This design comes from an exercise in tuning for small area and a short achievable clock period on the open sky130 flow, not from production work. RTL that was checked went through simulation tests only; none was proved equivalent to the original.

the baseline:
// cpu
module cpu( 
    input clk,                           
    input RST,                           
    output [23:0] AB,                    
    output sync,                         
    input [7:0] DI,                      
    output reg [7:0] DO,                 
    output WE,                           
    input IRQ,                           
    input NMI,                           
    input RDY,                           
    input debug );                       
 parameter
    SYNC  = 6'd0,
    IMM0  = 6'd1,
    PHA0  = 6'd2,
    PLA0  = 6'd3,
    ZPG0  = 6'd4,
    DATA  = 6'd5,
    ABS0  = 6'd6,
    ABS1  = 6'd7,
    BRA0  = 6'd8,
    JSR0  = 6'd9,
    JSR1  = 6'd10,
    JSR2  = 6'd11,
    RTS0  = 6'd12,
    RTS1  = 6'd13,
    RTS2  = 6'd14,
    JMP0  = 6'd15,
    JMP1  = 6'd16,
    IDX0  = 6'd17,
    IDX1  = 6'd18,
    IDX2  = 6'd19,
    BRK0  = 6'd20,
    BRK1  = 6'd21,
    BRK2  = 6'd22,
    BRK3  = 6'd23,
    RTI0  = 6'd24,
    IND0  = 6'd25,
    IND1  = 6'd26,
    ZPW0  = 6'd27,
    ABW0  = 6'd28,
    ABW1  = 6'd29,
    RMW0  = 6'd30,
    RMW1  = 6'd31,
    BRK4  = 6'd32,
    JMPW  = 6'd33,
    INDW  = 6'd34,
    ABSW  = 6'd35,
    ABWW  = 6'd36,
    JSRW  = 6'd37,
    JSRH  = 6'd38,
    JSRL  = 6'd39,
    JSR3  = 6'd40,
    JSR4  = 6'd41,
    RTSW  = 6'd42,
    IMMR  = 6'd43,
    ABSR  = 6'd44,
    ZPGR  = 6'd45,
    IDXR  = 6'd46,
    PHAR  = 6'd47,
    PHAS  = 6'd48,
    PLAR  = 6'd49;
parameter
    NOP   = 2'b00,
    LDA   = 2'b01,
    STA   = 2'b10,
    RMW   = 2'b11;
parameter
    DST__ = 2'b00,
    DST_X = 2'b01,
    DST_Y = 2'b10,
  ...
Size: about 3100 cells after synthesis, about 220 flip-flops, roughly 48 I/O pins, about 0.020 mm^2 of cells after synthesis.
Settings: LEC_CHECK=0, ABC_AREA=1, CAP_MARGIN=20, CORE_MARGIN=2, CORE_UTILIZATION=40, CTS_BUF_LIST=sky130_fd_sc_hd__clkbuf_8, CTS_CLUSTER_DIAMETER=60, CTS_CLUSTER_SIZE=14, GPL_ROUTABILITY_DRIVEN=0, PLACE_DENSITY=0.6, SETUP_SLACK_MARGIN=4, SLEW_MARGIN=20; clock period 11.0 ns.
run.sh (not shown) runs the stock make flow with config.mk's settings and CLKGATE_MAP_FILE= SYNTH_SCRIPT=/design/flow/synth_recipe.tcl, a recipe that flattens the netlist after the stock synthesis.
The baseline was carried through to the last stage, and its layout satisfied the timing, DRC and antenna checks.
## Diff of input files: the candidate against the baseline
Settings: TNS_END_PERCENT: unset -> 0; GPL_ROUTABILITY_DRIVEN: 0 -> unset.
==> run notes <==
Sort the baseline and the candidate by worst-case headroom to the max-slew limit, ascending, and the candidate comes first.
Relative area change from synthesis to final layout is higher on the baseline
Per the comparison of the candidate with the baseline, tightest hold margin was more or less identical; final period demand of the worst path went up by 0.069 ns.
Looking at the baseline and the candidate, the post-placement cell count is a wash.
Relative to the baseline, the candidate improves final cell area excluding filler cells.
Going from the baseline to the candidate, via count of the first global-routing pass shrank slightly.
Routed wire length per instance: higher on the candidate

* * *

== run 1 ==
cpu again, from the RTL that the note above started with.
Settings: LEC_CHECK=0, ABC_AREA=1, CAP_MARGIN=20, CORE_MARGIN=2, CORE_UTILIZATION=40, CTS_BUF_LIST=sky130_fd_sc_hd__clkbuf_8, CTS_CLUSTER_DIAMETER=70, CTS_CLUSTER_SIZE=16, PLACE_DENSITY=0.6, SETUP_SLACK_MARGIN=4, SLEW_MARGIN=20; clock period 11.0 ns.
Input-level comparison between run 2 and run 1:
# run 1
export LEC_CHECK = 0
export ABC_AREA = 1
export CAP_MARGIN = 20
export CORE_MARGIN = 2
export CORE_UTILIZATION = 40
export CTS_BUF_LIST = sky130_fd_sc_hd__clkbuf_8
export CTS_CLUSTER_DIAMETER = 70
export CTS_CLUSTER_SIZE = 16
export PLACE_DENSITY = 0.6
export SETUP_SLACK_MARGIN = 4
export SLEW_MARGIN = 20
create_clock -name core_clock -period 11.0 [get_ports {clk}]
# run 2
export LEC_CHECK = 0
export ABC_AREA = 1
export ABC_CLOCK_PERIOD_IN_PS = 8500
export CAP_MARGIN = 20
export CORE_MARGIN = 2
export CORE_UTILIZATION = 40
export CTS_BUF_LIST = sky130_fd_sc_hd__clkbuf_8
export CTS_CLUSTER_DIAMETER = 60
export CTS_CLUSTER_SIZE = 14
export PLACE_DENSITY = 0.6
export SETUP_SLACK_MARGIN = 4
export SLEW_MARGIN = 20
create_clock -name core_clock -period 11.0 [get_ports {clk}]
Results
From run 1 to run 2 the numbers moved as follows: cell depth of the worst setup path shows a reduction of 2; total area of multi-input combinational cells level.
Changes in run 3 relative to run 2:
# run 2
export LEC_CHECK = 0
export ABC_AREA = 1
export ABC_CLOCK_PERIOD_IN_PS = 8500
export CAP_MARGIN = 20
export CORE_MARGIN = 2
export CORE_UTILIZATION = 40
export CTS_BUF_LIST = sky130_fd_sc_hd__clkbuf_8
export CTS_CLUSTER_DIAMETER = 60
export CTS_CLUSTER_SIZE = 14
export PLACE_DENSITY = 0.6
export SETUP_SLACK_MARGIN = 4
export SLEW_MARGIN = 20
create_clock -name core_clock -period 11.0 [get_ports {clk}]
# run 3
export LEC_CHECK = 0
export ABC_AREA = 1
export CAP_MARGIN = 20
export CORE_MARGIN = 2
export CORE_UTILIZATION = 40
export CTS_BUF_LIST = sky130_fd_sc_hd__clkbuf_8
export CTS_CLUSTER_DIAMETER = 60
export CTS_CLUSTER_SIZE = 14
export PLACE_DENSITY = 0.6
export SETUP_SLACK_MARGIN = 4.3
export SLEW_MARGIN = 20
create_clock -name core_clock -period 11.0 [get_ports {clk}]
### Flow results
Count of non-filler cells in the finished layout, run 3 and run 2, lower one = run 2. Both conditions hold for run 3: the flow ran to the end and the final layout passed the timing, DRC and antenna checks. Summary of run 3 over run 2: data arrival time of the worst path shrank by 0.09 ns, layout buffer count excluding clock buffers grew by 29.
The following lists how run 4 was set up differently from run 3:
# run 3
export LEC_CHECK = 0
export ABC_AREA = 1
export CAP_MARGIN = 20
export CORE_MARGIN = 2
export CORE_UTILIZATION = 40
export CTS_BUF_LIST = sky130_fd_sc_hd__clkbuf_8
export CTS_CLUSTER_DIAMETER = 60
export CTS_CLUSTER_SIZE = 14
export PLACE_DENSITY = 0.6
export SETUP_SLACK_MARGIN = 4.3
export SLEW_MARGIN = 20
create_clock -name core_clock -period 11.0 [get_ports {clk}]
# run 4
export LEC_CHECK = 0
export ABC_AREA = 0
export CAP_MARGIN = 20
export CORE_MARGIN = 2
export CORE_UTILIZATION = 40
export CTS_BUF_LIST = sky130_fd_sc_hd__clkbuf_8
export PLACE_DENSITY = 0.6
export SETUP_SLACK_MARGIN = 4
export SLEW_MARGIN = 20
create_clock -name core_clock -period 11.0 [get_ports {clk}]
Relative to run 3, the met3 wirelength from detailed routing of run 4 is lower by about 14%. ~same utilization in run 4 and run 3. Compared run 4 vs run 3, and number of signal-net buffers in the layout is up in run 4. Met3 usage in run 4 vs run 3: up 0.84 points.

* * *

cpu, a different RTL version from the one above (not shown whole).
Size in the first run: about 48 I/O pins, ~22,000 um2 of cells after synthesis.
Settings: LEC_CHECK=0, CAP_MARGIN=20, CORE_MARGIN=2, CORE_UTILIZATION=40, PLACE_DENSITY=0.6, SLEW_MARGIN=20; clock period 11.0 ns.
The first run finished clean.
Change:
ABC_CLOCK_PERIOD_IN_PS = 6000   (was default)
SETUP_SLACK_MARGIN = 4   (was default)
- via count came out higher by 5.8%
- cell area grows by 15%
- core utilization came out higher by 6.8 points

* * *

cpu with an RTL version that a note above also has.
Size in the first run: roughly 3100 cells after synthesis, roughly 220 flip-flops, ~48 I/O pins, about 0.020 mm^2 of cells after synthesis.
make LEC_CHECK=0 ABC_AREA=1 CAP_MARGIN=20 CORE_MARGIN=2 CORE_UTILIZATION=40 CTS_BUF_LIST=sky130_fd_sc_hd__clkbuf_8 CTS_CLUSTER_DIAMETER=60 CTS_CLUSTER_SIZE=14 PLACE_DENSITY=0.6 SETUP_SLACK_MARGIN=3.8 SLEW_MARGIN=20 finish   # period 11.0 ns
Next try:
CTS_CLUSTER_DIAMETER = not set   (was 60)
CTS_CLUSTER_SIZE = not set   (was 14)
PLACE_DENSITY = 0.7   (was 0.6)
SETUP_SLACK_MARGIN = 4   (was 3.8)
Effect: Die area stays the same; count of clock-buffer cells in the layout is higher by 15; fmax is higher by 0.91%; hold slack hardly moves; global-route usage is lower by 1.4 points.
Next try:
CTS_CLUSTER_DIAMETER = 60   (was not set)
CTS_CLUSTER_SIZE = 14   (was not set)
PLACE_DENSITY = 0.6   (was 0.7)
Effect: The changed run finished with timing, DRC and antenna clean. Flip-flop and latch count is unchanged. Global-route usage increases by 1.6 points. Via count rises by 1.1%. Cell area goes up by 0.35%. Core utilization came out higher by 0.16 points. Synthesized cell count is unchanged.
Next try:
ABC_CLOCK_PERIOD_IN_PS = 6000   (was not set)
The new run went through all stages and came out clean.
Final area does not change.
Final cell count stays the same.
First-iteration DRC count is unchanged.

* * *

== old ==
cpu, a different RTL version from the one above (not shown whole).
Size in the first run: roughly 3500 cells after synthesis, ~220 flip-flops, ~48 I/O pins, roughly 23000 um^2 of cells after synthesis.
export LEC_CHECK = 0
export ABC_AREA = 1
export CAP_MARGIN = 20
export CORE_MARGIN = 2
export CORE_UTILIZATION = 40
export CTS_BUF_LIST = sky130_fd_sc_hd__clkbuf_8
export PLACE_DENSITY = 0.6
export SETUP_SLACK_MARGIN = 4
export SLEW_MARGIN = 20
create_clock -name core_clock -period 11.0 [get_ports {clk}]
[inputs] new vs old
diff --git a/flow/config.mk b/flow/config.mk
--- a/flow/config.mk
+++ b/flow/config.mk
@@ -14,2 +14,3 @@
 export SETUP_SLACK_MARGIN = 4
 export SLEW_MARGIN = 20
+export SYNTH_HIERARCHICAL = 1
Going from old to new, parity-gate share of the synthesized area counting xor and xnor cells increased 0.33 points; worst hold path depth moved up; cts-stage hold buffer count neither gained nor lost much.
No functional check of the RTL was part of any run of this note.

* * *

Another version of the RTL of cpu (not shown whole).
Size: roughly 2500 cells after synthesis, ~210 flip-flops, about 48 I/O pins, about 20000 µm² of cells after synthesis.
==> flow/design.v (excerpt) <==
module cpu( 
    input clk,                           
    input RST,                           
    output [23:0] AB,                    
    output sync,                         
    input [7:0] DI,                      
    output reg [7:0] DO,                 
    output WE,                           
    input IRQ,                           
    input NMI,                           
    input RDY,                           
    input debug );
export LEC_CHECK = 0
export CAP_MARGIN = 20
export CORE_MARGIN = 2
export CORE_UTILIZATION = 40
export PLACE_DENSITY = 0.6
export SETUP_SLACK_MARGIN = 4
export SLEW_MARGIN = 20
create_clock -name core_clock -period 11.0 [get_ports {clk}]
standard.sh (not shown) runs the stock make flow with config.mk's settings and CLKGATE_MAP_FILE= SYNTH_SCRIPT=/design/flow/synth_recipe.tcl, a recipe that flattens the netlist after the stock synthesis.
==> flow/flow/run.sh <==
#!/bin/bash
# The standard ORFS layout, but with gate resizing free to change a cell's
# footprint (the sky130hd platform default limits it to the same footprint).
set -euo pipefail
bash standard.sh MATCH_CELL_FOOTPRINT=0 finish > make_finish.log 2>&1
The baseline ran to the end with no violations.
==> next run, changes <==
==> flow/run.sh (new file) <==
#!/bin/bash
# synth_recipe.tcl (not shown) runs the flow's synth.tcl, then flattens the netlist and writes it again
# the make line also repeats each setting of config.mk as NAME=value (left out here)
make -C /OpenROAD-flow-scripts/flow DESIGN_CONFIG=/design/flow/config.mk WORK_HOME=/design/flow/orfs CLKGATE_MAP_FILE= SYNTH_SCRIPT=/design/flow/synth_recipe.tcl finish
Settings changed: ABC_AREA from default to 1, CTS_BUF_LIST from default to sky130_fd_sc_hd__clkbuf_8, SETUP_SLACK_MARGIN 4 to 5.
removed: flow/flow/run.sh
removed: flow/standard.sh
Register-to-register slack improves by 0.81 ns.
Wire length is higher by 9.7%.
Non-clock buffer count is higher by 33.
Flip-flop and latch count does not change.
Global-route usage climbs by 1.7 points.
Critical path depth is unchanged.
Setup slack is better by 0.38 ns.
Final cell count climbs by 25%.

* * *

Setup of job 7418:
cpu again, from the RTL that the note above started with.
Settings: LEC_CHECK=0, CAP_MARGIN=20, CORE_MARGIN=2, CORE_UTILIZATION=40, PLACE_DENSITY=0.6, SETUP_SLACK_MARGIN=4, SLEW_MARGIN=20; clock period 11.0 ns.
==> flow/flow/run.sh <==
#!/bin/bash
# The standard ORFS layout, with the data pins placed together on one edge.
set -euo pipefail
bash standard.sh IO_CONSTRAINTS="$PWD/flow/io.tcl" finish > make_finish.log 2>&1
==> flow/flow/io.tcl <==
# keep the data pins together on the bottom edge, next to the address logic
set_io_pin_constraint -region bottom:* -pin_names {AB[0] AB[1] AB[2] AB[3] AB[4] AB[5] AB[6] AB[7] AB[8] AB[9] AB[10] AB[11] AB[12] AB[13] AB[14] AB[15] AB[16] AB[17] AB[18] AB[19] AB[20] AB[21] AB[22] AB[23] DI[0] DI[1] DI[2] DI[3] DI[4] DI[5] DI[6] DI[7] DO[0] DO[1] DO[2] DO[3] DO[4] DO[5] DO[6] DO[7] WE sync}
Job 7418: full flow OK, the timing, DRC and antenna checks passed
Here is what was changed in the inputs of job 5623 compared with job 7418.
- changing PLACE_DENSITY from 0.6 to 0.75
- changing CORE_UTILIZATION from 40 to 65
==> flow/run.sh (new file) <==
#!/bin/bash
# synth_recipe.tcl (not shown) runs the flow's synth.tcl, then flattens the netlist and writes it again
# the make line also repeats each setting of config.mk as NAME=value (left out here)
make -C /OpenROAD-flow-scripts/flow DESIGN_CONFIG=/design/flow/config.mk WORK_HOME=/design/flow/orfs CLKGATE_MAP_FILE= SYNTH_SCRIPT=/design/flow/synth_recipe.tcl finish
removed: flow/flow/run.sh
removed: flow/flow/io.tcl
removed: flow/standard.sh
--- outcome ---
- What job 7418 reported for die area has to be multiplied by 0.62 to get the figure for job 5623.
- Floorplan core area in job 5623 vs job 7418: down about 40%
- Summed area of non-filler cells in the final layout, job 5623 vs job 7418: down by a few percent
- Summary of job 5623 over job 7418: post-route minimum period grew by 58 ps; arrival time at the worst endpoint grew by 50 ps; post-layout worst setup margin shrank by 58 ps; clock-buffer cell count grew by about 16%.
- Relative to job 7418, the share of the core filled with cells of job 5623 is higher by 28 points.
The following lists how job 5200 was set up differently from job 5623:
- an added ABC_AREA of 1
- a change of SLEW_MARGIN from 20 to 5
- a change of CORE_UTILIZATION from 65 to 40
- a change of CAP_MARGIN from 20 to 5
- a change of PLACE_DENSITY from 0.75 to 0.6
- an added CTS_BUF_LIST of sky130_fd_sc_hd__clkbuf_8
==> comparison <==
- Compared with job 5623, job 5200 shows a net count after synthesis that is 672 higher.
- Cmp job 5200 and job 5623 / via density per instance / higher: job 5623
- [compare] base=job 5623 new=job 5200: via count increased by 3.2% relative to the old numbers, setup slack of the critical path after layout picked up an extra 320 ps, fraction of cell area in non-clock buffers went down by 2.5 points, met2 wire length higher.
- [job 5200 vs job 5623] number of buffers inserted during clock tree synthesis: higher in job 5200

* * *

cpu again, from the RTL that the note above started with.
==> flow/config.mk <==
export PLATFORM = sky130hd
export DESIGN_NAME = cpu
export DESIGN_NICKNAME = cpu
export VERILOG_FILES = /design/flow/design.v
export SDC_FILE = /design/flow/constraint.sdc
export NUM_CORES = 4
export LEC_CHECK = 0
export CAP_MARGIN = 20
export CORE_MARGIN = 2
export CORE_UTILIZATION = 40
export CTS_BUF_LIST = sky130_fd_sc_hd__clkbuf_8
export PLACE_DENSITY = 0.6
export SETUP_SLACK_MARGIN = 4
export SLEW_MARGIN = 20
==> flow/constraint.sdc <==
create_clock -name core_clock -period 11.0 [get_ports {clk}]
set_input_delay 2.2000 -clock core_clock [delete_from_list [all_inputs] [get_ports {clk}]]
set_output_delay 2.2000 -clock core_clock [all_outputs]
set_load 0.01 [all_outputs]
run.sh (not shown) runs the stock make flow with config.mk's settings and CLKGATE_MAP_FILE= SYNTH_SCRIPT=/design/flow/synth_recipe.tcl, a recipe that flattens the netlist after the stock synthesis.
Stock flow here: none of the scripts above is used.
The baseline finished with timing, DRC and antenna clean.
Next try:
--- a/flow/config.mk
+++ b/flow/config.mk
@@ -9,5 +9,4 @@
 export CORE_MARGIN = 2
 export CORE_UTILIZATION = 40
-export CTS_BUF_LIST = sky130_fd_sc_hd__clkbuf_8
 export PLACE_DENSITY = 0.6
 export SETUP_SLACK_MARGIN = 4
What happened:
- non-clock buffer count increases by 12
- die area stays the same
- hold slack hardly moves
- worst setup slack loses 0.054 ns
- sequential share of layout area came out lower by 0.25 points
- synthesized area stays the same
- cell count drops by 0.34%
- count of clock-buffer cells in the layout falls by 9
Next try:
--- a/flow/config.mk
+++ b/flow/config.mk
@@ -10,4 +10,4 @@
 export CORE_UTILIZATION = 40
 export PLACE_DENSITY = 0.6
-export SETUP_SLACK_MARGIN = 4
+export SETUP_SLACK_MARGIN = 2.5
 export SLEW_MARGIN = 20
Result:
- core utilization came out lower by 2.2 points
- via count came out lower by 1.9%
- global-route usage came out lower by 0.87 points
- die area stays the same
- hold slack got worse by 0.0036 ns
- critical path depth does not change
- cell area came out lower by 4.7%
- count of clock-buffer cells in the layout came out lower by 2
Next try:
--- a/flow/config.mk
+++ b/flow/config.mk
@@ -6,8 +6,10 @@
 export NUM_CORES = 4
 export LEC_CHECK = 0
+export ABC_AREA = 1
 export CAP_MARGIN = 20
 export CORE_MARGIN = 2
 export CORE_UTILIZATION = 40
+export CTS_BUF_LIST = sky130_fd_sc_hd__clkbuf_8
 export PLACE_DENSITY = 0.6
-export SETUP_SLACK_MARGIN = 2.5
+export SETUP_SLACK_MARGIN = 4
 export SLEW_MARGIN = 20
What happened: Design area came out higher by a few percent; global-route usage rose by 2.6 points; sequential share of layout area decreases by 1.2 points; critical path depth rose by 4; via count came out higher by roughly a tenth; core utilization goes up by 1.1 points; non-clock buffer count goes up by 16; register-to-register slack is better by 1.1 ns; synthesized area is higher by a few percent; worst setup slack is better by 1.3 ns.

## re-timing with driven ports
The results above use ideal ports. As a check the final layouts listed here were re-extracted and re-timed, cells and wires unchanged. Step 1, drivers: a clkbuf_16 drives clk and a buf_2 each remaining input, both assumed. Step 2 moves the port delays by t, midway between the first and last clock arrival at a register: inputs arrive t later, outputs are due t later. That takes back most of the time a late clock gives input paths. a / b / c = ideal ports / drivers / drivers and shift; a / b = the first two.
run	t, ns	slack for setup (ns)	hold WS [ns]	worst setup path at the end
the baseline	0.686	4.126 / 4.097 / 4.097	0.467 / 0.467 / 0.467	input to output
the candidate	0.700	4.056 / 4.030 / 4.030	0.469 / 0.469 / 0.469	input to output
run 1	0.681	4.111 / 4.089 / 4.089	0.470 / 0.470 / 0.470	input to output
run 2	0.696	4.127 / 4.107 / 4.107	0.467 / 0.467 / 0.467	input to output
run 3	0.697	4.221 / 4.183 / 4.183	0.467 / 0.467 / 0.467	input to output
run 4	0.667	3.887 / 3.863 / 3.863	0.523 / 0.523 / 0.523	input to output
the first run of note 3	0.641	0.410 / 0.353 / 0.473	0.481 / 0.481 / 0.481	input to output
the second run of note 3	0.629	1.974 / 1.914 / 2.191	0.481 / 0.481 / 0.481	input to output
the first run of note 4	0.699	3.951 / 3.930 / 3.930	0.468 / 0.468 / 0.468	input to output
the second run of note 4	0.682	4.015 / 3.987 / 3.987	0.471 / 0.471 / 0.471	input to output
the third run of note 4	0.696	4.127 / 4.107 / 4.107	0.467 / 0.467 / 0.467	input to output
the fourth run of note 4	0.696	4.127 / 4.107 / 4.107	0.467 / 0.467 / 0.467	input to output
old	0.675	4.032 / 4.006 / 4.006	0.464 / 0.464 / 0.464	input to output
new	0.661	4.151 / 4.118 / 4.118	0.473 / 0.473 / 0.473	input to output
the first run of note 6	0.615	3.796 / 3.764 / 3.764	0.515 / 0.515 / 0.515	input to output
the second run of note 6	0.663	4.176 / 4.144 / 4.144	0.487 / 0.487 / 0.487	input to output
job 7418	0.625	3.734 / 3.703 / 3.703	0.512 / 0.512 / 0.512	input to output
job 5623	0.597	3.676 / 3.629 / 3.629	0.514 / 0.514 / 0.514	input to output
job 5200	0.674	3.997 / 3.965 / 3.965	0.492 / 0.492 / 0.492	input to output
the first run of note 8	0.679	3.846 / 3.815 / 3.815	0.518 / 0.518 / 0.518	input to output
the second run of note 8	0.621	3.792 / 3.770 / 3.770	0.519 / 0.519 / 0.519	input to output
the third run of note 8	0.619	2.692 / 2.671 / 2.671	0.515 / 0.515 / 0.515	input to output
the fourth run of note 8	0.676	3.994 / 3.963 / 3.963	0.492 / 0.492 / 0.492	input to output
After both steps every run listed still meets setup and hold. For job 5623, which loses most, drivers alone change the setup slack by -0.047 ns; drivers and shift together by -0.047 ns.
